What follows belongs to an exercise in optimizing a design on an open flow for small area; a production flow would make more cautious choices.
The RTL was checked by simulation tests, not by an equivalence proof against the original design.
No run shown here takes its clock network from TritonCTS; it comes from the design's own scripts or RTL.
The flow treats the clock pin as an ideal source. Dropping or thinning the clock tree relies on that and would not hold on a real chip.
Power figures rest on the tool's default switching activity, not on a simulated workload.

File: design/flow/config.mk
export PLATFORM = sky130hd
export DESIGN_NAME = uart_top
export DESIGN_NICKNAME = uart_top
export VERILOG_FILES = /design/flow/design.v
export SDC_FILE = /design/flow/constraint.sdc
export NUM_CORES = 4
export LEC_CHECK = 0
export CAP_MARGIN = 20
export CORE_MARGIN = 2
export CORE_UTILIZATION = 40
export SLEW_MARGIN = 20
File: design/flow/constraint.sdc
create_clock -name core_clock -period 10.0 [get_ports {Clk}]
set_input_delay 2.0000 -clock core_clock [delete_from_list [all_inputs] [get_ports {Clk}]]
set_output_delay 2.0000 -clock core_clock [all_outputs]
set_load 0.01 [all_outputs]
File: design/flow/design.v
module uart_tx
  #(parameter CLKS_PER_BIT = 10417)
  (
   input       Clk,
   input       Reset,
   input       Tx_Start,
   input [7:0] Tx_Byte,
   output      Tx_Active,
   output reg  Tx_Serial,
   output      Tx_Done
   );
  localparam [13:0] TERM = 14'h0e53;
  localparam [13:0] MASK = 14'h3d7f;
  reg        r_Active;
  reg [9:0]  r_Shift;
  reg [13:0] r_Count;
  reg        r_Done;
  reg [13:0] r_Done_Count;
  wire w_Tick      = ((r_Count & MASK) == (TERM & MASK));
  wire w_Last      = (r_Shift[9:1] == 9'd0);
  wire w_Run       = r_Active & ~w_Tick;
  wire w_Done_Tick = ((r_Done_Count & MASK) == (TERM & MASK));
  always @(posedge Clk)
    begin
      r_Count[13:1] <= r_Count[12:0] & {13{w_Run}};
      r_Count[0]    <= (w_Run & r_Count[13] & r_Count[12]) |
                       (w_Run & ~r_Count[13] & ~r_Count[12]);
      if (!r_Active)
        r_Shift <= {1'b1, Tx_Byte, 1'b0};
      else if (w_Tick)
        r_Shift <= {1'b0, r_Shift[9:1]};
      Tx_Serial <= Reset | ~r_Active | r_Shift[0];
      if (Reset)
        r_Active <= 1'b0;
      else if (!r_Active)
        r_Active <= Tx_Start;
      else if (w_Tick && w_Last)
        r_Active <= 1'b0;
      if (Reset)
        r_Done <= 1'b0;
      else if (r_Done)
        r_Done <= ~w_Done_Tick;
      else
        r_Done <= r_Active & w_Tick & w_Last;
      r_Done_Count <= {r_Done_Count[12:0],
                       (r_Done & r_Done_Count[13] & r_Done_Count[12]) |
                       (r_Done & ~r_Done_Count[13] & ~r_Done_Count[12])};
    end
  assign Tx_Active = r_Active;
  assign Tx_Done   = r_Done;
endmodule
module uart_rx
  #(parameter CLKS_PER_BIT = 10417)
  (
   input        Clk,
   input        Reset,
   input        Rx_Serial,
   output       Data_Valid,
   output [7:0] Rx_Byte
   );
  localparam [13:0] TERM = 14'h0e53;    
  localparam [13:0] MASK = 14'h3d7f;
  localparam [13:0] HALF = 14'h3a31;    
  localparam [3:0] IDLE  = 4'b0000;
  localparam [3:0] START = 4'b0001;
  localparam [3:0] STOP  = 4'b0010;
  reg        r_Rx_Data;
  reg [3:0]  r_State;
  reg [13:0] r_Count;
  reg [7:0]  r_Rx_Byte;
  reg        r_Data_Valid;
  reg [13:0] r_DV_Count;
  wire w_Tick    = ((r_Count & MASK) == (TERM & MASK));
  wire w_DV_Tick = ((r_DV_Count & MASK) == (TERM & MASK));
  always @(posedge Clk)
    begin
      r_Rx_Data <= Reset | Rx_Serial;
      if (Reset)
        r_State <= IDLE;
      else if (r_State == IDLE)
        begin
          if (!r_Rx_Data)
            r_State <= START;
        end
      else if (w_Tick)
        begin
          if (r_State == START)
            r_State <= r_Rx_Data ? IDLE : 4'b1000;
          else if (r_State == STOP)
            r_State <= IDLE;
          else if (r_State == 4'b1111)
            r_State <= STOP;
          else
            case (r_State[2:0])
              3'd0: r_State <= 4'b1001;
              3'd1: r_State <= 4'b1010;
              3'd2: r_State <= 4'b1011;
              3'd3: r_State <= 4'b1100;
              3'd4: r_State <= 4'b1101;
              3'd5: r_State <= 4'b1110;
              default: r_State <= 4'b1111;
            endcase
        end
      if (r_State == IDLE)
        r_Count[13:1] <= HALF[13:1];
      else if (w_Tick)
        r_Count[13:1] <= 13'd0;
      else
        r_Count[13:1] <= r_Count[12:0];
      r_Count[0] <= (r_State == IDLE) |
                    (~w_Tick & r_Count[13] & r_Count[12]) |
                    (~w_Tick & ~r_Count[13] & ~r_Count[12]);
      if (r_State[3] && w_Tick)
        r_Rx_Byte <= {r_Rx_Data, r_Rx_Byte[7:1]};
      if (Reset)
        r_Data_Valid <= 1'b0;
      else if (r_Data_Valid)
        r_Data_Valid <= ~w_DV_Tick;
      else
        r_Data_Valid <= (r_State == STOP) & w_Tick;
      r_DV_Count <= {r_DV_Count[12:0],
                     (r_Data_Valid & r_DV_Count[13] & r_DV_Count[12]) |
                     (r_Data_Valid & ~r_DV_Count[13] & ~r_DV_Count[12])};
    end
  assign Data_Valid = r_Data_Valid;
  assign Rx_Byte    = r_Rx_Byte;
endmodule
`timescale 1ns / 1ps
module uart_top
  #(parameter CLKS_PER_BIT = 10417)   
  (
   input        Clk,
   input        Reset,
   input        Tx_Start,
   input [7:0]  Tx_Byte,
   input        Rx_Serial,
   output       Tx_Active,
   output       Tx_Done,
   output       Tx_Serial,
   output       Data_Valid,
   output [7:0] Rx_Byte
   );
   uart_tx
     #(.CLKS_PER_BIT(CLKS_PER_BIT))
     u_tx (
       .Clk(Clk),
       .Reset(Reset),
       .Tx_Start(Tx_Start),
       .Tx_Byte(Tx_Byte),
       .Tx_Active(Tx_Active),
       .Tx_Serial(Tx_Serial),
       .Tx_Done(Tx_Done)
     );
   uart_rx
     #(.CLKS_PER_BIT(CLKS_PER_BIT))
     u_rx (
       .Clk(Clk),
       .Reset(Reset),
       .Rx_Serial(Rx_Serial),
       .Data_Valid(Data_Valid),
       .Rx_Byte(Rx_Byte)
     );
endmodule
File: design/flow/flow/run.sh
#!/bin/bash
# The standard ORFS flow (the standard.sh) with two changes:
#  - port buffers use the smallest buffer, buf_1, instead of ORFS's default
#  - the clock is distributed by flow/clkbuf.tcl (run as ORFS's PRE_CTS_TCL
#    hook) in place of ORFS's clock tree: CLK_GROUPS buffers, each driving a
#    group of neighbouring flip-flops, fed directly by the clock port
set -euo pipefail
HERE=$(pwd)
export BUFFER_PORTS_ARGS="-buffer_cell sky130_fd_sc_hd__buf_1"
export PRE_CTS_TCL=$HERE/flow/clkbuf.tcl
export CLK_GROUPS=3
export CLK_LEAF_BUF=sky130_fd_sc_hd__clkbuf_16
export CLK_ROOT_BUF=
bash standard.sh finish > $HERE/standard.log 2>&1
File: design/flow/flow/clkbuf.tcl
# Clock distribution in place of ORFS's clock tree: the clock sinks are split
# into CLK_GROUPS groups of neighbouring sinks (k-means on their locations),
# each driven by one CLK_LEAF_BUF placed at the group's centroid; one
# CLK_ROOT_BUF at the centre of the group buffers drives them, so the clock
# port drives a single cell.
set block [ord::get_db_block]
set clk [$block findNet Clk]
set k $::env(CLK_GROUPS)
set master [[ord::get_db] findMaster $::env(CLK_LEAF_BUF)]
set pts {}
foreach it [$clk getITerms] {
  set inst [$it getInst]
  set bb [$inst getBBox]
  lappend pts [list $it [expr {([$bb xMin] + [$bb xMax]) / 2.0}] [expr {([$bb yMin] + [$bb yMax]) / 2.0}]]
}
set pts [lsort -real -index 1 $pts]
set n [llength $pts]
# initial centres: evenly spaced along x
set cs {}
for {set g 0} {$g < $k} {incr g} {
  set p [lindex $pts [expr {int(($g + 0.5) * $n / $k)}]]
  lappend cs [list [lindex $p 1] [lindex $p 2]]
}
for {set iter 0} {$iter < 50} {incr iter} {
  set asg {}
  foreach p $pts {
    set best 0; set bd 1e30
    for {set g 0} {$g < $k} {incr g} {
      set c [lindex $cs $g]
      set d [expr {abs([lindex $p 1] - [lindex $c 0]) + abs([lindex $p 2] - [lindex $c 1])}]
      if {$d < $bd} { set bd $d; set best $g }
    }
    lappend asg $best
  }
  set ncs {}
  for {set g 0} {$g < $k} {incr g} {
    set sx 0; set sy 0; set m 0
    foreach p $pts a $asg { if {$a == $g} { set sx [expr {$sx + [lindex $p 1]}]; set sy [expr {$sy + [lindex $p 2]}]; incr m } }
    if {$m > 0} { lappend ncs [list [expr {$sx / $m}] [expr {$sy / $m}]] } else { lappend ncs [lindex $cs $g] }
  }
  set cs $ncs
}
if {[info exists ::env(CLK_ROOT_BUF)] && $::env(CLK_ROOT_BUF) ne ""} {
  set rmaster [[ord::get_db] findMaster $::env(CLK_ROOT_BUF)]
  set root [odb::dbInst_create $block $rmaster clkbuf_root]
  set rnet [odb::dbNet_create $block clknet_root]
  $rnet setSigType CLOCK
  [$root findITerm A] connect $clk
  [$root findITerm X] connect $rnet
  set rx 0; set ry 0
  foreach c $cs { set rx [expr {$rx + [lindex $c 0] / $k}]; set ry [expr {$ry + [lindex $c 1] / $k}] }
  $root setLocation [expr {int($rx)}] [expr {int($ry)}]
  $root setPlacementStatus PLACED
} else {
  set rnet $clk
}
for {set g 0} {$g < $k} {incr g} {
  set buf [odb::dbInst_create $block $master clkbuf_leaf_$g]
  set net [odb::dbNet_create $block clknet_leaf_$g]
  $net setSigType CLOCK
  set m 0
  foreach p $pts a $asg { if {$a == $g} { set it [lindex $p 0]; $it disconnect; $it connect $net; incr m } }
  [$buf findITerm A] connect $rnet
  [$buf findITerm X] connect $net
  set c [lindex $cs $g]
  $buf setLocation [expr {int([lindex $c 0])}] [expr {int([lindex $c 1])}]
  $buf setPlacementStatus PLACED
  puts "clkbuf.tcl: group $g: $m sinks"
}

# the clock is distributed: ORFS's clock tree synthesis has nothing to do
rename clock_tree_synthesis orfs_clock_tree_synthesis
proc clock_tree_synthesis {args} { puts "clkbuf.tcl: clock tree already built" }
File: design/flow/standard.sh
#!/bin/bash
# synth_recipe.tcl (not shown) runs the flow's synth.tcl, then flattens the netlist and writes it again
# the make line also repeats each setting of config.mk as NAME=value (left out here)
make -C /OpenROAD-flow-scripts/flow DESIGN_CONFIG=/design/flow/config.mk WORK_HOME=/design/flow/orfs CLKGATE_MAP_FILE= SYNTH_SCRIPT=/design/flow/synth_recipe.tcl "${@:-finish}"
==> summary.md, run 1 <==
| Metric | Value |
|---|---|
| Die Wd | between 80 and 90 microns |
| Placed Instances | roughly 290 |
| Synth unique cells | 40 |
| Max-cap violations | 0 |
| Critical path class | flop to output port |
| Iter 0 DRT Violations | 63 |
| Final #Nets | 229 |
| Clock insertion delay at the later pin of the skew report | between 150 and 200 ps |
| Commonest non-fill, non-tap cell in the layout | dfxtp_1 |
| Fin cells | 292 |
| Post-CTS sizing | 0 |
| Post-CTS Setup Repair Bufs | 0 |
| GRT Util Overall | 10.7% |
| Synthesized area | roughly 2500 sq um |
| Diodes inserted | 0 |
| Top achievable clock speed | around 350 MHz |
| CP arrival | just over 800 ps |
| P_leak | 0.000988 uW |
| Crit-path max FO | 9 |
| Yosys warning total | 2 |
| Core area | between 6000 and 7000 sq um |
| Endpoints failing setup | 0 |
| I/O Buffers | 23 |
| Worst r2r src | u_rx.r_Count[12] |
| Multi-input gate area | roughly 670 sq um |
| CP Cell Sequence | buf_1 |
| Final hold violations | 0 |
| Mux cell area share after synthesis | 0% |
| Slew headroom | 52.6% |
| Power density over the cells | around 180 nW/um^2 |
| WL per Instance | around 13 microns |
| Clock Skews | between 8 and 9 ps |
| Std cell rows | 29 |
| Largest net degree at the start of global routing | 31 |
| Number of hold buffers added after cts | 0 |
| Die height | approximately 84 microns |
| Post-Synth Adder-Cell Area | 0% |
| Vias per inst | between 4 and 5 |
| Max stage delay cell, worst path | dfxtp_1 |
| Peak supply drop | approximately 0.00013 V |
| Worst Path Required | around 8000 ps |
| Sequential area share after synthesis | 71.9% |
| I/O Pins | 24 |
| Slew @ Worst Pin | between 700 and 800 ps |
| Filler Cell Count | 581 |
| Drt drc | 0 |
| Router iterations before antenna repair | 4 |
| Fin crit period | between 2000 and 3000 ps |
| Pre-CTS WS | roughly 7200 ps |
| Setup TNS | 0 ps |
| Worst min-delay path class | flop to flop |
| Initial Util | roughly two fifths |
| Crit share post-route | between 20% and 30% |
| RSZ-0062 raised after global routing | false |
| Top delay family on crit path | flip-flops |
| Sequential Area | ~1800 sq um |
| Fraction of layout cells with a size suffix above 1 | approximately 5.6% |
| Largest family of logic cells by synthesized area | simple AND/OR/NAND/NOR gates |
| Crit. End Element | output port |
| Syn_area_per_cell | ~13 sq um |
| Most frequent cells in the layout | dfxtp_1 (67), buf_1 (23), and2_1 (21) |
| First-pass GRT wire length | between 6000 and 7000 microns |
| Worst r2r path cells | 3 |
| Crit path launch type | flop |
| Routability cong. | around 0.71 |
| GRT overflow | 0 |
| Routed wire length | 3770 microns |
| Xor/xnor cell area share of the yosys netlist | 1.04% |
| Tot Pwr | 500 uW |
| Hold slack | 336 ps |
| Via Count | between 1000 and 1500 |
| Post-synthesis compound-gate area fraction | between 8 and 9% |
| Simple-gate share of the synthesized area | roughly 17% |
| Max-slew violations | 0 |
| Syn Inst Count | slightly below 200 |
| Clk pin slew, worst setup/hold paths | approximately 100 ps |
| Vias in the first global route | 1374 |
| Crit path largest cell delay | around 470 ps |
| Seq cells post-synth | between 80 and 90 |
| Reg2reg end | u_rx.r_Rx_Byte[0] |
| Initial antenna violation count | 0 |
| Area grow syn2layout | 9.48% |
| Outcome | finished clean |
| Buffers & Inverters on Critical Path | 1 |
| Hpwl dp | 2590 microns |
| R2R setup slack | about 8000 ps |
| Crit path capture | Tx_Active |
| Post-route ant nets | 0 |
| Worst Slack Setup Final | slightly above 7000 ps |
| Critical path startpoint | u_tx.r_Active |
| DIE AREA | between 6000 and 7000 sq um |
| Total stage count of the critical path | 1 |
[synth_stat cells]
| master | count | share of area (%) |
|---|---|---|
| dfxtp_1 | 67 | 53 |
| and2_1 | 21 | 5.2 |
| edfxtp_1 | 16 | 19 |
| a22o_1 | 9 | 3.1 |
| nand2_1 | 8 | 1.2 |
| nor2_1 | 6 | 0.89 |
| nor3_1 | 6 | 1.2 |
| inv_1 | 5 | 0.74 |
| nand4b_1 | 5 | 1.7 |
| a21o_1 | 4 | 1.2 |
| clkbuf_1 | 4 | 0.59 |
| or2_2 | 4 | 0.99 |
| a21oi_1 | 3 | 0.59 |
| a211oi_1 | 2 | 0.59 |
| a31oi_1 | 2 | 0.49 |
| and4b_1 | 2 | 0.79 |
| buf_2 | 2 | 0.39 |
| nor2b_1 | 2 | 0.49 |
| nor4_1 | 2 | 0.49 |
| o21ai_0 | 2 | 0.39 |
| or3_1 | 2 | 0.49 |
| xnor2_1 | 2 | 0.69 |
| a211o_1 | 1 | 0.35 |
| a21oi_2 | 1 | 0.35 |
| a221oi_1 | 1 | 0.35 |
| a32o_1 | 1 | 0.39 |
| and3_1 | 1 | 0.25 |
| and4_1 | 1 | 0.35 |
| nand2b_1 | 1 | 0.25 |
| nand3_1 | 1 | 0.20 |
| nand3b_1 | 1 | 0.30 |
| nor3_2 | 1 | 0.39 |
| nor4b_1 | 1 | 0.35 |
| nor4bb_1 | 1 | 0.39 |
| o21ai_1 | 1 | 0.20 |
| o221a_2 | 1 | 0.44 |
| o31ai_1 | 1 | 0.30 |
| or4_1 | 1 | 0.30 |
| or4_4 | 1 | 0.44 |
| xor2_1 | 1 | 0.35 |
[flip-flops by register name, indices dropped and copies added (netlist names)]
register	flops
u_tx.Tx_Serial	1
u_rx.r_DV_Count	14
u_rx.r_State	4
u_tx.r_Done	1
u_rx.r_Rx_Data	1
u_tx.r_Done_Count	14
u_rx.r_Rx_Byte	8
u_rx.r_Data_Valid	1
u_tx.r_Shift	10
u_tx.r_Active	1
u_tx.r_Count	14
u_rx.r_Count	14
[cell families after synthesis]
group	after synthesis
buf+inv	11
compound gates	29
xor+xnor	3
flops	83
simple gates	68
[through the flow]
| step | cell area (sq um) | utilization [%] |
|---|---|---|
| 2_1_floorplan | 2530 | - |
| 3_3_place_gp | 2700 | 43.3 |
| 3_5_place_dp | 2700 | 43.3 |
| 4_1_cts | 2780 | 44.5 |
| 5_1_grt | 2780 | 44.5 |
| 6_report | 2780 | 44.5 |
[routing by layer]
metal / GRT usage, % / wire length (microns) / vias up
met3: 1.29 / 136 / 7
met1: 16.7 / 2030 / 652
met2: 16.3 / 1540 / 16
li1: - / - / 722
met4: 1.47 / 61 / 0
met5: 0 / 0 / -
[layout make-up]
class                      count  share of cell area, %
tap                           77                   3.47
sequential                    83                   65.6
buffer                         3                   2.71
inverter                       5                  0.676
timing repair buffer          24                   3.38
multi-input combinational    100                   24.1
[worst min path at each step]
stage	startpoint	end	cells past startpoint
after floorplan	u_rx.r_DV_Count[9]	u_rx.r_DV_Count[10]	0
after global placement	u_rx.r_DV_Count[9]	u_rx.r_DV_Count[10]	0
after detailed placement	u_tx.r_Done_Count[9]	u_tx.r_Done_Count[10]	0
after CTS	u_rx.r_DV_Count[7]	u_rx.r_DV_Count[8]	0
after global routing	u_tx.r_Done_Count[9]	u_tx.r_Done_Count[10]	0
final	u_rx.r_DV_Count[7]	u_rx.r_DV_Count[8]	0
[power breakdown]
group / total (uW) / switching, uW / internal [uW]
clock network: 131 / 76.2 / 55.3
registers: 353 / 4.57 / 348
logic: 15.4 / 8.23 / 7.17
==> run 2, diff against run 1 <==
--- a/design/flow/flow/run.sh
+++ b/design/flow/flow/run.sh
@@ -12,3 +12,5 @@
 export CLK_LEAF_BUF=sky130_fd_sc_hd__clkbuf_16
 export CLK_ROOT_BUF=
+export REMOVE_ABC_BUFFERS=1
+export RECOVER_POWER=100
 bash standard.sh finish > $HERE/standard.log 2>&1
==> summary.md, run 2 <==
| Metric | Value |
|---|---|
| Die height | 83.6 microns (unchanged) |
| Crit-path max FO | 9 (unchanged) |
| Via Count | 1393 (-0.29%) |
| Worst Path Required | 8000 ps (about the same) |
| Diodes inserted | 0 (unchanged) |
| Fin util | 44.3% (-0.20 points) |
| Crit. End Element | output port |
| First-pass GRT wire length | 6130 microns (-6.3%) |
| P_leak | 0.000968 uW (-2.0%) |
| Commonest cells in the netlist | dfxtp_1 (67), and2_1 (21), edfxtp_1 (16) |
| Top post-synthesis cells by area | dfxtp_1 (53%), edfxtp_1 (19%), and2_1 (5.2%), a22o_1 (3.1%), nand4b_1 (1.7%) |
| Tot Pwr | 499 uW (about the same) |
| GRT overflow | 0 (unchanged) |
| Seq cells post-synth | 83 (unchanged) |
| GRT Util Overall | 10.1% (-0.55 points) |
| Fin crit period | 2840 ps (+24.3 ps) |
| Max-slew violations | 0 (unchanged) |
| Max-cap violations | 0 (unchanged) |
| Post-route ant nets | 0 (unchanged) |
| Largest net degree at the start of global routing | 35 (+13%) |
| Async S/R FF share, synth | 0% (unchanged) |
| Vias per inst | 4.77 (-0.29%) |
| Top achievable clock speed | 352 MHz (-0.86%) |
| Top delay family on crit path | flip-flops |
| Clk pin slew, worst setup/hold paths | 120 ps (+20 ps) |
| Pre-CTS WS | 7160 ps (-66.6 ps) |
| Crit path launch type | flop |
| Buffers & Inverters on Critical Path | 1 (unchanged) |
| Fin cells | 292 (unchanged) |
| Endpoints failing setup | 0 (unchanged) |
| Placed Instances | 289 (unchanged) |
| Final hold violations | 0 (unchanged) |
| Initial antenna violation count | 0 (unchanged) |
| Routed wire length | 3650 microns (-3.2%) |
| Top-count cell post-synth | dfxtp_1 |
| Slew headroom | 50.2% (-2.4 points) |
| Commonest non-fill, non-tap cell in the layout | dfxtp_1 |
| Clock Skews | 25.8 ps (+16.9 ps) |
| Std cell rows | 29 (unchanged) |
| I/O Buffers | 23 (unchanged) |
| Crit path largest cell delay | 480 ps (about the same) |
| Die Wd | 83.6 microns (unchanged) |
| Yosys warning total | 2 (unchanged) |
| Worst min-delay path class | flop to flop |
| Hpwl dp | 2540 microns (-2.2%) |
| Sequential area share after synthesis | 71.9% (unchanged) |
| RSZ-0062 raised after global routing | false |
| Post-CTS Setup Repair Bufs | 0 (unchanged) |
| Top cell type by total area after synthesis | dfxtp_1 |
| Ys flop type | dfxtp_1 |
| Drt drc | 0 (unchanged) |
| Crit share post-route | 28.4% (+0.24 points) |
| Clock insertion delay at the later pin of the skew report | 170 ps (about the same) |
| Most frequent cells in the layout | dfxtp_1 (67), buf_1 (22), edfxtp_1 (16) |
| Worst Slack Setup Final | 7160 ps (-24.3 ps) |
| Iter 0 DRT Violations | 59 (-6.3%) |
| DIE AREA | 6990 sq um (unchanged) |
| Top-area cell type share of the netlist area | 52.9% (unchanged) |
| Number of flops mapped to enable cells by yosys | 16 (unchanged) |
| Number of hold buffers added after cts | 0 (unchanged) |
| Outcome | finished clean |
| Vias in the first global route | 1310 (-4.7%) |
| Power density over the cells | 181 nW/um^2 (+0.39%) |
| Setup TNS | 0 ps (unchanged) |
| Core area | 6240 sq um (unchanged) |
| Final #Nets | 229 (unchanged) |
| CP Cell Sequence | buf_1 |
| I/O Pins | 24 (unchanged) |
| WL per Instance | 12.5 microns (-3.2%) |
| Critical path class | flop to output port |
| CP arrival | 840 ps (+20 ps) |
| Fraction of layout cells with a size suffix above 1 | 4.19% (-1.4 points) |
| Syn Inst Count | 194 (unchanged) |
| Initial Util | 40.6% (unchanged) |
| Router iterations before antenna repair | 4 (unchanged) |
| Max stage delay cell, worst path | dfxtp_1 |
| Syn_area_per_cell | 13.1 sq um (unchanged) |
| Area grow syn2layout | 8.98% |
| Post-CTS sizing | 0 (unchanged) |
| Peak supply drop | 0.000124 V (-1.4%) |
| Synthesized area | 2530 sq um (unchanged) |
| Routability cong. | 0.707 (-0.67%) |
| Synth unique cells | 40 (unchanged) |
| Slew @ Worst Pin | 741 ps (+33.0 ps) |
run 2: changes by cell type in the layout (fill, tap and decap cells not counted):
cell	before	now
clkbuf_1	0	2
nor3_1	6	7
nor3_2	1	0
or4_4	1	0
and2_0	0	15
buf_1	23	22
buf_4	1	0
and2_1	21	6
or4_1	1	2
run 2: final cells by class:
type | count | area, sq um
fill | 604 | 3480
sequential | 83 | 1820
buffer | 3 | 75.1
tap | 77 | 96.3
timing repair buffer | 24 | 90.1
multi-input combinational | 100 | 661
inverter | 5 | 18.8
run 2: logic make-up (layout without fill, tap and decap cells):
kind of cell | count (synthesis) | count (layout) | share of synthesized area [%]
xor gates and xnor gates | 3 | 3 | 1.04
and+or+nand+nor | 68 | 68 | 16.6
buffers and inverters | 11 | 32 | 1.73
AOI/OAI and AO/OA | 29 | 29 | 8.74
DFF | 83 | 83 | 71.9
run 2: worst paths after layout:
check | end | slack [ps] | cells past startpoint | startpoint
max | Tx_Active | 7160 | 1 | u_tx.r_Active
min reg2reg | u_tx.r_Done_Count[10] | 330 | 0 | u_tx.r_Done_Count[9]
min | u_tx.r_Done_Count[10] | 330 | 0 | u_tx.r_Done_Count[9]
max reg2reg | u_rx.r_Rx_Byte[2] | 7550 | 3 | u_rx.r_Count[12]
run 2: power by group:
| part | total [uW] | leakage (uW) | internal [uW] | switching (uW) |
|---|---|---|---|---|
| Sequential | 353 | 0.000698 | 348 | 4.66 |
| Combinational | 14.8 | 0.000233 | 6.66 | 8.10 |
| Clock | 132 | 0.0000370 | 55.3 | 76.4 |
run 2: per-stage QoR:
step	area [sq um]	hold slack, ps
floorplan	2510	310
global placement	2700	312
detailed placement	2700	317
CTS	2780	316
global route	2760	347
finish	2760	334
run 2: routing by layer:
layer  wire (microns)  track usage [%]  up-vias
met3              118            0.989        5
met4               46             1.17        0
met1             1960             15.2      643
met2             1530             16.4       17
met5                0                0        -
li1                 -                -      728
==> run 3, diff against run 2 <==
--- a/design/flow/design.v
+++ b/design/flow/design.v
@@ -62,13 +62,18 @@
   localparam [13:0] MASK = 14'h3d7f;
   localparam [13:0] HALF = 14'h3a31;    
-  localparam [3:0] IDLE  = 4'b0000;
-  localparam [3:0] START = 4'b0001;
-  localparam [3:0] STOP  = 4'b0010;
+  localparam [1:0] IDLE  = 2'b00;
+  localparam [1:0] START = 2'b01;
+  localparam [1:0] FIRST = 2'b10;   
+  localparam [1:0] DATA  = 2'b11;   
   reg        r_Rx_Data;
-  reg [3:0]  r_State;
+  reg [1:0]  r_State;
   reg [13:0] r_Count;
-  reg [7:0]  r_Rx_Byte;
+  reg [8:0]  r_Shift;
   reg        r_Data_Valid;
   reg [13:0] r_DV_Count;
+  wire w_Data    = r_State[1];
+  wire w_Sub     = r_State[0];
+  wire w_Idle    = ~w_Data & ~w_Sub;
+  wire w_Stop    = w_Data & w_Sub & r_Shift[0];
   wire w_Tick    = ((r_Count & MASK) == (TERM & MASK));
   wire w_DV_Tick = ((r_DV_Count & MASK) == (TERM & MASK));
@@ -78,29 +83,12 @@
       if (Reset)
         r_State <= IDLE;
-      else if (r_State == IDLE)
-        begin
-          if (!r_Rx_Data)
-            r_State <= START;
-        end
+      else if (w_Idle)
+        r_State <= {1'b0, ~r_Rx_Data};
       else if (w_Tick)
         begin
-          if (r_State == START)
-            r_State <= r_Rx_Data ? IDLE : 4'b1000;
-          else if (r_State == STOP)
-            r_State <= IDLE;
-          else if (r_State == 4'b1111)
-            r_State <= STOP;
-          else
-            case (r_State[2:0])
-              3'd0: r_State <= 4'b1001;
-              3'd1: r_State <= 4'b1010;
-              3'd2: r_State <= 4'b1011;
-              3'd3: r_State <= 4'b1100;
-              3'd4: r_State <= 4'b1101;
-              3'd5: r_State <= 4'b1110;
-              default: r_State <= 4'b1111;
-            endcase
+          r_State[1] <= (~w_Data & ~r_Rx_Data) | (w_Data & ~w_Stop);
+          r_State[0] <= w_Data & ~w_Stop;
         end
-      if (r_State == IDLE)
+      if (w_Idle)
         r_Count[13:1] <= HALF[13:1];
       else if (w_Tick)
@@ -108,9 +96,9 @@
       else
         r_Count[13:1] <= r_Count[12:0];
-      r_Count[0] <= (r_State == IDLE) |
+      r_Count[0] <= w_Idle |
                     (~w_Tick & r_Count[13] & r_Count[12]) |
                     (~w_Tick & ~r_Count[13] & ~r_Count[12]);
-      if (r_State[3] && w_Tick)
-        r_Rx_Byte <= {r_Rx_Data, r_Rx_Byte[7:1]};
+      if (w_Tick & w_Data & ~(w_Sub & r_Shift[0]))
+        r_Shift <= {r_Rx_Data, ~w_Sub | r_Shift[8], r_Shift[7:1] & {7{w_Sub}}};
       if (Reset)
         r_Data_Valid <= 1'b0;
@@ -118,5 +106,5 @@
         r_Data_Valid <= ~w_DV_Tick;
       else
-        r_Data_Valid <= (r_State == STOP) & w_Tick;
+        r_Data_Valid <= w_Stop & w_Tick;
       r_DV_Count <= {r_DV_Count[12:0],
                      (r_Data_Valid & r_DV_Count[13] & r_DV_Count[12]) |
@@ -124,5 +112,5 @@
     end
   assign Data_Valid = r_Data_Valid;
-  assign Rx_Byte    = r_Rx_Byte;
+  assign Rx_Byte    = r_Shift[8:1];
 endmodule
 `timescale 1ns / 1ps
==> summary.md, run 3 <==
| Metric | Value |
|---|---|
| Iter 0 DRT Violations | 53 (-10%) |
| GRT Util Overall | 10.2% (+0.11 points) |
| Router iterations before antenna repair | 4 (unchanged) |
| Crit path launch type | flop |
| Power density over the cells | 180 nW/um^2 (-0.27%) |
| Ys flop type | dfxtp_1 |
| Initial antenna violation count | 0 (unchanged) |
| Crit share post-route | 29.8% (+1.3 points) |
| Fin crit period | 2980 ps (+133 ps) |
| Number of hold buffers added after cts | 0 (unchanged) |
| Routed wire length | 3760 microns (+2.9%) |
| Critical path class | flop to output port |
| Vias per inst | 4.86 (+1.8%) |
| GRT overflow | 0 (unchanged) |
| Commonest cells in the netlist | dfxtp_1 (65), edfxtp_1 (17), and3_1 (16) |
| Post-CTS Setup Repair Bufs | 0 (unchanged) |
| Slew headroom | 54.8% (+4.5 points) |
| Post-CTS sizing | 0 (unchanged) |
| First-pass GRT wire length | 6340 microns (+3.5%) |
| Max-cap violations | 0 (unchanged) |
| Top post-synthesis cells by area | dfxtp_1 (50%), edfxtp_1 (20%), and3_1 (3.9%), and2_1 (3.6%), a22o_2 (2.7%) |
| Worst min-delay path class | flop to flop |
| Initial Util | 41.0% (+0.42 points) |
| Setup TNS | 0 ps (unchanged) |
| Post-route cell area | 2740 sq um (-0.72%) |
| Max-slew violations | 0 (unchanged) |
| Hpwl dp | 2520 microns (-0.77%) |
| WL per Instance | 12.9 microns (+3.6%) |
| Top achievable clock speed | 336 MHz (-4.5%) |
| Diodes inserted | 0 (unchanged) |
| Seq cells post-synth | 82 (-1.2%) |
| Slew @ Worst Pin | 678 ps (-62.5 ps) |
| Final #Nets | 227 (-0.87%) |
| Top-area cell type share of the netlist area | 50.2% (-2.7 points) |
| Synth unique cells | 39 (-2.5%) |
| Syn Inst Count | 200 (+3.1%) |
| Crit-path max FO | 18 (+9) |
| Dpl cell area | 2680 sq um (-0.74%) |
| Top cell type by total area after synthesis | dfxtp_1 |
| Syn_area_per_cell | 13.0 sq um (-0.85%) |
| Final hold violations | 0 (unchanged) |
| Most frequent cells in the layout | dfxtp_1 (65), buf_1 (22), edfxtp_1 (17) |
| Vias in the first global route | 1320 (+0.76%) |
| Die Wd | 84.5 microns (+1.1%) |
| I/O Pins | 24 (unchanged) |
| Std cell rows | 29 (unchanged) |
| Crit. End Element | output port |
| Clock Skews | 11.9 ps (-13.9 ps) |
| Die height | 84.5 microns (+1.1%) |
| Endpoints failing setup | 0 (unchanged) |
| CP arrival | 980 ps (+140 ps) |
| Yosys warning total | 2 (unchanged) |
| Routability cong. | 0.670 (-5.2%) |
| Via Count | 1408 (+1.1%) |
| Largest net degree at the start of global routing | 31 (-11%) |
| Number of flops mapped to enable cells by yosys | 17 (+1) |
| Sequential area share after synthesis | 69.9% (-1.9 points) |
| Top-count cell post-synth | dfxtp_1 |
| P_leak | 0.00105 uW (+8.0%) |
| Post-route ant nets | 0 (unchanged) |
| Fraction of layout cells with a size suffix above 1 | 7.04% (+2.9 points) |
| Core area | 6310 sq um (+1.2%) |
| DIE AREA | 7140 sq um (+2.1%) |
| R2R setup slack | 8200 ps (+650 ps) |
| Crit path largest cell delay | 620 ps (+140 ps) |
| Peak supply drop | 0.0000921 V (-26%) |
| Area grow syn2layout | 5.84% |
| Clk pin slew, worst setup/hold paths | 100 ps (-20 ps) |
| Clock insertion delay at the later pin of the skew report | 160 ps (about the same) |
| Outcome | finished clean |
| Filler Cell Count | 606 (+0.33%) |
| RSZ-0062 raised after global routing | false |
| Max stage delay cell, worst path | dfxtp_1 |
| Synthesized area | 2590 sq um (+2.2%) |
| I/O Buffers | 23 (unchanged) |
| Commonest non-fill, non-tap cell in the layout | dfxtp_1 |
| Buffers & Inverters on Critical Path | 1 (unchanged) |
| Worst Path Required | 8000 ps (about the same) |
| CP Cell Sequence | buf_1 |
| Top delay family on crit path | flip-flops |
| Drt drc | 0 (unchanged) |
| Async S/R FF share, synth | 0% (unchanged) |
==> run 3: cell count changes in the layout (fill, tap and decap cells not counted), sizes merged, moves of 3 or more <==
cell,previous run,this run
a21o,4,1
a21oi,4,1
and2,21,16
and3,1,16
inv,5,1
nand2,8,13
nand2b,1,5
nand3,1,4
nand4b,5,0
==> run 3: routing by layer <==
metal  part of all wire (%)  global-route usage (%)
met1                     56                    16.6
met2                     39                    15.4
met3                    3.6                   0.885
met4                    1.4                    1.15
met5                      0                       0
==> run 3: layout make-up <==
cell class                      instances  area (sq um)  area share [%]
Tap cell                               77          96.3            3.51
Timing Repair Buffer                   23          86.3            3.15
Inverter                                2          7.51           0.274
Multi-Input combinational cell        103           666            24.3
Sequential cell                        82          1810            66.1
Buffer                                  3          75.1            2.74
==> run 3: worst paths after layout <==
check        cells after the start                    end            startpoint
max                              1              Tx_Active         u_tx.r_Active
min                              0  u_tx.r_Done_Count[10]  u_tx.r_Done_Count[9]
max reg2reg                      3        u_rx.r_Shift[1]       u_rx.r_Count[3]
min reg2reg                      0  u_tx.r_Done_Count[10]  u_tx.r_Done_Count[9]
==> run 3: kinds of logic (layout without fill, tap and decap cells) <==
| family | after synthesis | in the layout | share of synthesized area [%] |
|---|---|---|---|
| AO/OA/AOI/OAI | 20 | 20 | 6.81 |
| XOR/XNOR | 2 | 2 | 0.676 |
| flip-flops | 82 | 82 | 69.9 |
| AND/OR/NAND/NOR | 81 | 81 | 18.7 |
| buffers and inverters | 15 | 28 | 3.91 |
==> run 3: through the flow <==
| stage | instances | worst slack (ps) | total power (uW) | hold WS [ps] | utilization [%] |
|---|---|---|---|---|---|
| after floorplan | 187 | 7480 | 365 | 310 | - |
| after global placement | 287 | 7230 | 371 | 310 | 42.4 |
| after global routing | 290 | 6920 | 510 | 346 | 43.4 |
| after detailed placement | 287 | 7220 | 371 | 315 | 42.4 |
| after CTS | 290 | 7220 | 475 | 317 | 43.6 |
| final | 290 | 7020 | 494 | 338 | 43.4 |
==> run 3: power by group <==
group / leakage (uW) / total (uW) / switching, uW / internal (uW)
Combinational: 0.000317 / 13.6 / 6.84 / 6.81
Sequential: 0.000692 / 350 / 5.19 / 344
Clock: 0.0000370 / 131 / 75.9 / 55.3
==> run 4, diff against run 3 <==
--- a/design/flow/design.v
+++ b/design/flow/design.v
@@ -12,18 +12,22 @@
   localparam [13:0] TERM = 14'h0e53;
   localparam [13:0] MASK = 14'h3d7f;
+  localparam [13:0] POL  = 14'h2aaa;
   reg        r_Active;
   reg [9:0]  r_Shift;
-  reg [13:0] r_Count;
+  reg [13:0] r_Count;       
   reg        r_Done;
-  reg [13:0] r_Done_Count;
-  wire w_Tick      = ((r_Count & MASK) == (TERM & MASK));
+  reg [13:0] r_Done_Count;  
+  wire [13:0] w_Count = r_Count ^ POL;
+  wire w_Tick      = ((w_Count & MASK) == (TERM & MASK));
   wire w_Last      = (r_Shift[9:1] == 9'd0);
   wire w_Run       = r_Active & ~w_Tick;
   wire w_Done_Tick = ((r_Done_Count & MASK) == (TERM & MASK));
+  wire [13:0] w_Count_Next;
+  assign w_Count_Next[13:1] = w_Count[12:0] & {13{w_Run}};
+  assign w_Count_Next[0]    = (w_Run & w_Count[13] & w_Count[12]) |
+                              (w_Run & ~w_Count[13] & ~w_Count[12]);
   always @(posedge Clk)
     begin
-      r_Count[13:1] <= r_Count[12:0] & {13{w_Run}};
-      r_Count[0]    <= (w_Run & r_Count[13] & r_Count[12]) |
-                       (w_Run & ~r_Count[13] & ~r_Count[12]);
+      r_Count <= w_Count_Next ^ POL;
       if (!r_Active)
         r_Shift <= {1'b1, Tx_Byte, 1'b0};
@@ -62,4 +66,5 @@
   localparam [13:0] MASK = 14'h3d7f;
   localparam [13:0] HALF = 14'h3a31;    
+  localparam [13:0] POL  = 14'h2aaa;
   localparam [1:0] IDLE  = 2'b00;
   localparam [1:0] START = 2'b01;
@@ -68,5 +73,5 @@
   reg        r_Rx_Data;
   reg [1:0]  r_State;
-  reg [13:0] r_Count;
+  reg [13:0] r_Count;       
   reg [8:0]  r_Shift;
   reg        r_Data_Valid;
@@ -76,6 +81,13 @@
   wire w_Idle    = ~w_Data & ~w_Sub;
   wire w_Stop    = w_Data & w_Sub & r_Shift[0];
-  wire w_Tick    = ((r_Count & MASK) == (TERM & MASK));
+  wire [13:0] w_Count = r_Count ^ POL;
+  wire w_Tick    = ((w_Count & MASK) == (TERM & MASK));
   wire w_DV_Tick = ((r_DV_Count & MASK) == (TERM & MASK));
+  wire [13:0] w_Count_Next;
+  assign w_Count_Next[13:1] = w_Idle ? HALF[13:1] :
+                              (w_Count[12:0] & {13{~w_Tick}});
+  assign w_Count_Next[0] = w_Idle |
+                           (~w_Tick & w_Count[13] & w_Count[12]) |
+                           (~w_Tick & ~w_Count[13] & ~w_Count[12]);
   always @(posedge Clk)
     begin
@@ -90,13 +102,5 @@
           r_State[0] <= w_Data & ~w_Stop;
         end
-      if (w_Idle)
-        r_Count[13:1] <= HALF[13:1];
-      else if (w_Tick)
-        r_Count[13:1] <= 13'd0;
-      else
-        r_Count[13:1] <= r_Count[12:0];
-      r_Count[0] <= w_Idle |
-                    (~w_Tick & r_Count[13] & r_Count[12]) |
-                    (~w_Tick & ~r_Count[13] & ~r_Count[12]);
+      r_Count <= w_Count_Next ^ POL;
       if (w_Tick & w_Data & ~(w_Sub & r_Shift[0]))
         r_Shift <= {r_Rx_Data, ~w_Sub | r_Shift[8], r_Shift[7:1] & {7{w_Sub}}};
==> design/flow/flow/run.sh (replaced) <==
#!/bin/bash
# The standard flow (standard.sh) with these changes:
#  - synthesis maps logic with an area-oriented ABC script (flow/synth.tcl)
#  - ORFS removes the buffers ABC inserted (REMOVE_ABC_BUFFERS)
#  - port buffers use the smallest buffer, buf_1, instead of ORFS's default
#  - the clock is distributed by flow/clkbuf.tcl (run as ORFS's PRE_CTS_TCL
#    hook) in place of ORFS's clock tree: CLK_GROUPS buffers, each driving a
#    group of neighbouring flip-flops, fed directly by the clock port
# Each tool's output is in the ORFS logs under orfs/logs; make's own output
# is in standard.log.
set -euo pipefail
HERE=$(pwd)
export FLOW_SYNTH_TCL=$HERE/synth_recipe.tcl
export FLOW_ABC_SCRIPT=$HERE/flow/abc_area.script
export REMOVE_ABC_BUFFERS=1
export BUFFER_PORTS_ARGS="-buffer_cell sky130_fd_sc_hd__buf_1"
export PRE_CTS_TCL=$HERE/flow/clkbuf.tcl
export CLK_GROUPS=4
export CLK_LEAF_BUF=sky130_fd_sc_hd__clkbuf_8
export CLK_ROOT_BUF=
# standard.sh with flow/synth.tcl as the synthesis script
sed "s#SYNTH_SCRIPT=[^ ]*synth_recipe.tcl#SYNTH_SCRIPT=$HERE/flow/synth.tcl#" standard.sh > flow_standard.sh
grep -q "SYNTH_SCRIPT=$HERE/flow/synth.tcl" flow_standard.sh
bash flow_standard.sh finish > $HERE/standard.log 2>&1
==> design/flow/flow/abc_area.script (new file) <==
strash
&get -n
&st
&dch
&nf -a
&put
topo
dnsize
==> design/flow/flow/synth.tcl (new file) <==
# The standard flow's synthesis script (synth_recipe.tcl, unchanged) with one change: ABC
# maps the logic with flow/abc_area.script, an area-oriented script, in place
# of ORFS's speed script. Flip-flops are mapped before ABC runs and are not
# affected.
proc abc {args} {
  set i [lsearch -exact $args -script]
  if {$i >= 0} {
    set args [lreplace $args [expr {$i + 1}] [expr {$i + 1}] $::env(FLOW_ABC_SCRIPT)]
  }
  yosys abc {*}$args
}
source $::env(FLOW_SYNTH_TCL)
--- a/design/flow/config.mk
+++ b/design/flow/config.mk
@@ -8,4 +8,4 @@
 export CAP_MARGIN = 20
 export CORE_MARGIN = 2
-export CORE_UTILIZATION = 40
+export CORE_UTILIZATION = 65
 export SLEW_MARGIN = 20
==> summary.md, run 4 <==
| Metric | Value |
|---|---|
| Outcome | finished clean |
| Fraction of layout cells with a size suffix above 1 | 1.90% (-5.1 points) |
| Worst Hold Launch | u_rx.r_DV_Count[9] |
| Initial antenna violation count | 0 (unchanged) |
| Slew headroom | 46.9% (-7.9 points) |
| Post-CTS sizing | 0 (unchanged) |
| Clock Power Share | 23.8% (-2.7 points) |
| Max stage delay cell, worst path | dfxtp_1 |
| Die Wd | 66.0 microns (-22%) |
| Router iterations before antenna repair | 4 (unchanged) |
| Routed wire length | 3990 microns (+6.2%) |
| Top-count cell post-synth | dfxtp_1 |
| Fin cells | 259 (-11%) |
| Seq cells post-synth | 82 (unchanged) |
| Critical path startpoint | u_tx.r_Active |
| Drt drc | 0 (unchanged) |
| Via Count | 1452 (+3.1%) |
| WL per Instance | 15.4 microns (+19%) |
| Crit path largest cell delay | 440 ps (-180 ps) |
| Final #Nets | 225 (-0.88%) |
| CP Cell Sequence | buf_1 |
| Top cell type by total area after synthesis | dfxtp_1 |
| Clk pin slew, worst setup/hold paths | 120 ps (+20 ps) |
| Ys flop type | dfxtp_1 |
| Buffers & Inverters on Critical Path | 1 (unchanged) |
| Crit path launch type | flop |
| Peak supply drop | 0.000147 V (+60%) |
| Fin util | 71.5% (+28 points) |
| Met2 Use GR | 32.4% (+17 points) |
| R2R setup slack | 7800 ps (-400 ps) |
| Setup TNS | 0 ps (unchanged) |
| Seq pwr share | 73.5% (+2.8 points) |
| Commonest non-fill, non-tap cell in the layout | dfxtp_1 |
| CP arrival | 780 ps (-200 ps) |
| Max-slew violations | 0 (unchanged) |
| Sw Ratio | 18.3% (+0.53 points) |
| Met3 Usage GRT | 2.39% (+1.5 points) |
| Most frequent cells in the layout | dfxtp_1 (65), buf_1 (23), nor2_1 (18) |
| Top post-synthesis cells by area | dfxtp_1 (52%), edfxtp_1 (20%), a22o_1 (3.2%), nor2_1 (2.7%), buf_4 (2.4%) |
| Top-area cell type share of the netlist area | 52.1% (+1.9 points) |
| Synth unique cells | 30 (-23%) |
| Filler Cell Count | 272 (-55%) |
| Combinational power share | 2.7% (about the same) |
| Final hold violations | 0 (unchanged) |
| Core area | 3690 sq um (-42%) |
| Diodes inserted | 0 (unchanged) |
| Most used routing layer | met2 |
| Worst r2r path cells | 4 (+1) |
| I/O Buffers | 23 (unchanged) |
| Slew @ Worst Pin | 797 ps (+119 ps) |
| Top achievable clock speed | 359 MHz (+7.0%) |
| Worst r2r src | u_rx.r_Count[12] |
| Yosys warning total | 2 (unchanged) |
| Syn Inst Count | 192 (-4.0%) |
| Die height | 66.0 microns (-22%) |
| Crit share post-route | 27.8% (-1.9 points) |
| Crit. End Element | output port |
| Clock Skews | 13.1 ps (+1.24 ps) |
| Vias in the first global route | 1419 (+7.5%) |
| Total stage count of the critical path | 1 (unchanged) |
| Crit-path max FO | 8 (-10) |
| Placed Instances | 255 (-11%) |
| Crit path capture | Tx_Active |
| Worst Path Required | 8000 ps (about the same) |
| Sequential Area | 1810 sq um (unchanged) |
| Hpwl dp | 2720 microns (+8.3%) |
| RSZ-0062 raised after global routing | false |
| Largest net degree at the start of global routing | 24 (-23%) |
| Iter 0 DRT Violations | 154 (+190%) |
| Tot Pwr | 473 uW (-4.4%) |
| I/O Pins | 24 (unchanged) |
| First-pass GRT wire length | 6670 microns (+5.2%) |
| Initial Util | 67.7% (+27 points) |
| Number of flops mapped to enable cells by yosys | 17 (unchanged) |
| Reg2reg end | u_rx.r_Shift[1] |
| GRT Util Overall | 19.2% (+9.0 points) |
| Cells on Worst Hold Path | 0 (unchanged) |
| Post-CTS Setup Repair Bufs | 0 (unchanged) |
| DIE AREA | 4350 sq um (-39%) |
| Critical path class | flop to output port |
| Max-cap violations | 0 (unchanged) |
| Commonest cells in the netlist | dfxtp_1 (65), nor2_1 (18), edfxtp_1 (17) |
| Async S/R FF share, synth | 0% (unchanged) |
| P_leak | 0.000931 uW (-11%) |
| Power density over the cells | 179 nW/um^2 (-0.56%) |
| Fin crit period | 2780 ps (-194 ps) |
| Endpoints failing setup | 0 (unchanged) |
| Top delay family on crit path | flip-flops |
| Clock insertion delay at the later pin of the skew report | 170 ps (about the same) |
| Global routing usage on met1 | 27.5% (+11 points) |
| Std cell rows | 22 (-24%) |
| Number of hold buffers added after cts | 0 (unchanged) |
| Post-route ant nets | 0 (unchanged) |
| Pint | 386 uW (-5.0%) |
| Syn_area_per_cell | 13.0 sq um (+0.34%) |
| Routability cong. | 0.735 (+9.7%) |
| Worst min-delay path class | flop to flop |
| Area grow syn2layout | 5.66% |
| Switch Pwr | 86.6 uW (-1.5%) |
| Vias per inst | 5.61 (+15%) |
| Synthesized area | 2500 sq um (-3.7%) |
| Multi-input gate area | 609 sq um (-8.5%) |
| Sequential area share after synthesis | 72.6% (+2.7 points) |
| GRT overflow | 0 (unchanged) |
==> run 4: logic make-up (layout without fill, tap and decap cells) <==
kind of cell | after synthesis | after routing | synth area share [%]
xor gates and xnor gates | 3 | 3 | 1.05
muxes | 2 | 2 | 0.802
AOI/OAI and AO/OA | 22 | 22 | 6.37
and+or+nand+nor | 71 | 71 | 16.2
DFF | 82 | 82 | 72.6
buffers and inverters | 12 | 31 | 3.01
==> run 4: area by class of cell <==
cell class	count	share of cell area, %
tap	48	2.28
timing repair buffer	23	3.27
buffer	4	2.09
multi-input combinational	98	23.1
inverter	4	0.569
sequential	82	68.7
==> run 4: how the worst min path moves through the flow <==
stage | end | slack [ps]
global route | u_tx.r_Done_Count[10] | 350
finish | u_rx.r_DV_Count[10] | 340
CTS | u_rx.r_DV_Count[10] | 310
global placement | u_tx.r_Done_Count[10] | 310
detailed placement | u_rx.r_DV_Count[10] | 310
floorplan | u_rx.r_DV_Count[10] | 310
==> run 4: metal layers <==
metal  share of wire, %  routed length, microns
met4                1.8                      71
met5                  0                       0
met3                5.6                     223
met2                 47                    1880
met1                 46                    1820
==> run 4: worst reg2reg max path: stages (launching register included) <==
cell and delay [ps]:
dfxtp_1 350, nand4bb_1 250, nor3_1 510, nand2_1 100, a21oi_1 640
==> run 4: through the flow <==
step / area [sq um] / setup slack [ps] / hold slack [ps]
after global placement: 2580 / 7400 / 314
after global routing: 2640 / 7150 / 354
after detailed placement: 2580 / 7390 / 314
final: 2640 / 7220 / 341
after floorplan: 2440 / 7550 / 310
after CTS: 2640 / 7390 / 314
==> run 4: power groups by stage <==
stage	Clock [uW]	Sequential [uW]	Combinational, uW
final	113	348	12.6
after global routing	126	348	14.2
after CTS	86.4	355	12.7
after detailed placement	0	355	12.5
after global placement	0	354	12.1
after floorplan	0	354	7.99
==> run 5, diff against run 4 <==
--- a/design/flow/flow/run.sh
+++ b/design/flow/flow/run.sh
@@ -16,6 +16,6 @@
 export BUFFER_PORTS_ARGS="-buffer_cell sky130_fd_sc_hd__buf_1"
 export PRE_CTS_TCL=$HERE/flow/clkbuf.tcl
-export CLK_GROUPS=4
-export CLK_LEAF_BUF=sky130_fd_sc_hd__clkbuf_8
+export CLK_GROUPS=3
+export CLK_LEAF_BUF=sky130_fd_sc_hd__clkbuf_16
 export CLK_ROOT_BUF=
 # standard.sh with flow/synth.tcl as the synthesis script
--- a/design/flow/config.mk
+++ b/design/flow/config.mk
@@ -8,4 +8,4 @@
 export CAP_MARGIN = 20
 export CORE_MARGIN = 2
-export CORE_UTILIZATION = 65
+export CORE_UTILIZATION = 40
 export SLEW_MARGIN = 20
==> summary.md, run 5 <==
| Metric | Value |
|---|---|
| Vias per inst | 4.87 (-13%) |
| Post-route cell area | 2690 sq um (+2.0%) |
| Most frequent cells in the layout | dfxtp_1 (65), buf_1 (23), nor2_1 (18) |
| Max-cap violations | 0 (unchanged) |
| Router iterations before antenna repair | 4 (unchanged) |
| Setup TNS | 0 ps (unchanged) |
| Die height | 83.0 microns (+26%) |
| Final #Nets | 224 (-0.44%) |
| Number of hold buffers added after cts | 0 (unchanged) |
| Initial antenna violation count | 0 (unchanged) |
| Peak supply drop | 0.000118 V (-20%) |
| Max stage delay cell, worst path | dfxtp_1 |
| Commonest cells in the netlist | dfxtp_1 (65), nor2_1 (18), edfxtp_1 (17) |
| Routed wire length | 3750 microns (-6.0%) |
| Core area | 5990 sq um (+62%) |
| Endpoints failing setup | 0 (unchanged) |
| WL per Instance | 13.2 microns (-15%) |
| Crit. End Element | output port |
| Dpl cell area | 2620 sq um (+1.3%) |
| First-pass GRT wire length | 6300 microns (-5.6%) |
| RSZ-0062 raised after global routing | false |
| Final hold violations | 0 (unchanged) |
| Vias in the first global route | 1291 (-9.0%) |
| Crit path largest cell delay | 490 ps (+50 ps) |
| Synthesized area | 2500 sq um (unchanged) |
| Number of flops mapped to enable cells by yosys | 17 (unchanged) |
| Slew headroom | 44.0% (-2.9 points) |
| Std cell rows | 28 (+27%) |
| Clk pin slew, worst setup/hold paths | 110 ps (about the same) |
| GRT overflow | 0 (unchanged) |
| I/O Buffers | 23 (unchanged) |
| Post-route ant nets | 0 (unchanged) |
| Top-count cell post-synth | dfxtp_1 |
| Initial Util | 41.7% (-26 points) |
| Via Count | 1389 (-4.3%) |
| Die Wd | 83.0 microns (+26%) |
| Worst Path Required | 8000 ps (about the same) |
| Hold slack | 339 ps (-1.94 ps) |
| Worst r2r path cells | 4 (unchanged) |
| Seq cells post-synth | 82 (unchanged) |
| Worst min-delay path class | flop to flop |
| Top-area cell type share of the netlist area | 52.1% (unchanged) |
| Routability cong. | 0.728 (-0.99%) |
| Post-CTS sizing | 0 (unchanged) |
| Synth unique cells | 30 (unchanged) |
| Top cell type by total area after synthesis | dfxtp_1 |
| Crit path capture | Tx_Active |
| Commonest non-fill, non-tap cell in the layout | dfxtp_1 |
| Power density over the cells | 183 nW/um^2 (+2.2%) |
| Max-slew violations | 0 (unchanged) |
| Fin crit period | 2840 ps (+59.2 ps) |
| GRT Util Overall | 10.4% (-8.8 points) |
| Sequential area share after synthesis | 72.6% (unchanged) |
| Critical path class | flop to output port |
| P_leak | 0.000940 uW (+0.88%) |
| Ys flop type | dfxtp_1 |
| Outcome | finished clean |
| Syn Inst Count | 192 (unchanged) |
| I/O Pins | 24 (unchanged) |
| Top achievable clock speed | 352 MHz (-2.1%) |
| Clock insertion delay at the later pin of the skew report | 170 ps (about the same) |
| Syn_area_per_cell | 13.0 sq um (unchanged) |
| Crit path launch type | flop |
| R2R setup slack | 7840 ps (+40 ps) |
| Clock Skews | 24.5 ps (+11.3 ps) |
| DIE AREA | 6890 sq um (+58%) |
| Largest net degree at the start of global routing | 35 (+46%) |
| Slew @ Worst Pin | 840 ps (+43.2 ps) |
| Async S/R FF share, synth | 0% (unchanged) |
| Total stage count of the critical path | 1 (unchanged) |
| Critical path startpoint | u_tx.r_Active |
| Diodes inserted | 0 (unchanged) |
| Fraction of layout cells with a size suffix above 1 | 1.43% (-0.47 points) |
| Hpwl dp | 2630 microns (-3.6%) |
| Buffers & Inverters on Critical Path | 1 (unchanged) |
| Reg2reg end | u_rx.r_Shift[1] |
| Iter 0 DRT Violations | 72 (-53%) |
| Post-CTS Setup Repair Bufs | 0 (unchanged) |
| CP Cell Sequence | buf_1 |
| Top post-synthesis cells by area | dfxtp_1 (52%), edfxtp_1 (20%), a22o_1 (3.2%), nor2_1 (2.7%), buf_4 (2.4%) |
| Drt drc | 0 (unchanged) |
| Crit share post-route | 28.4% (+0.59 points) |
| Area grow syn2layout | 7.82% |
| Crit-path max FO | 8 (unchanged) |
| Top delay family on crit path | flip-flops |
| Worst r2r src | u_rx.r_Count[12] |
| CP arrival | 840 ps (+60 ps) |
| Yosys warning total | 2 (unchanged) |
==> run 5: kinds of logic after synthesis <==
kind of cell    synth area share (%)
compound gates                  6.37
xor+xnor                        1.05
buf+inv                         3.01
flops                           72.6
mux                            0.802
simple gates                    16.2
==> run 5: metrics by stage <==
step	power [uW]	setup slack, ps	utilization, %	instances
2_1_floorplan	362	7550	-	184
3_3_place_gp	367	7350	43.7	282
3_5_place_dp	368	7340	43.7	282
4_1_cts	472	7350	44.9	285
5_1_grt	512	7080	44.9	285
6_report	493	7160	44.9	285
==> run 5: area by class of cell <==
cell class                      instances  area, sq um
Fill cell                             553         3300
Sequential cell                        82         1810
Multi-Input combinational cell         98          609
Tap cell                               75         93.8
Timing Repair Buffer                   23         86.3
Buffer                                  3         75.1
Inverter                                4         15.0
==> run 5: routing by layer <==
layer	global-route usage (%)	part of all wire (%)	vias up	wire (microns)
li1	-	-	710	-
met3	1.09	4.4	5	164
met4	1.19	1.4	0	52
met2	15.1	40	32	1490
met1	17.1	54	642	2040
met5	0	0	-	0
==> run 5: where the power goes <==
part           leakage (uW)  internal [uW]  switching (uW)
Combinational      0.000210           5.41            7.03
Sequential         0.000693            343            4.18
Clock             0.0000370           55.3            78.0
==> run 5: worst min-delay path by stage <==
stage                              start                     to  slack (ps)  depth (start not counted)
detailed placement  u_tx.r_Done_Count[9]  u_tx.r_Done_Count[10]         310                          0
global route          u_rx.r_DV_Count[9]    u_rx.r_DV_Count[10]         340                          0
finish                u_rx.r_DV_Count[9]    u_rx.r_DV_Count[10]         340                          0
floorplan             u_rx.r_DV_Count[9]    u_rx.r_DV_Count[10]         310                          0
CTS                 u_tx.r_Done_Count[9]  u_tx.r_Done_Count[10]         310                          0
global placement    u_tx.r_Done_Count[9]  u_tx.r_Done_Count[10]         310                          0

## port drivers added, routing unchanged
The results above use ideal ports. As a check the final layouts listed here were re-extracted and re-timed, cells and wires unchanged.
Step 1 (the two cells are an assumption about what drives the block):
set clk [get_ports {Clk}]
set_driving_cell -lib_cell sky130_fd_sc_hd__clkbuf_16 $clk
set_driving_cell -lib_cell sky130_fd_sc_hd__buf_2 [delete_from_list [all_inputs] $clk]
Step 2 also shifts input and output timing later by t, the mid clock arrival at the registers, as if the neighbouring blocks saw the same clock.
Slacks: no drivers / after step 1 / after step 2; pairs: no drivers / after step 1.
run | t (ns) | setup slack, ns | worst setup path at the end | worst register clock-pin slew, ns
run 1 | 0.216 | 7.181 / 7.120 / 7.208 | input to register | 0.10 / 0.10
run 2 | 0.218 | 7.157 / 7.099 / 7.170 | input to register | 0.12 / 0.12
run 3 | 0.215 | 7.024 / 6.964 / 7.179 | register to output | 0.10 / 0.10
run 4 | 0.220 | 7.217 / 7.162 / 7.381 | register to output | 0.12 / 0.12
run 5 | 0.217 | 7.158 / 7.099 / 7.316 | register to output | 0.11 / 0.11
After both steps setup and hold are still met in every run listed.
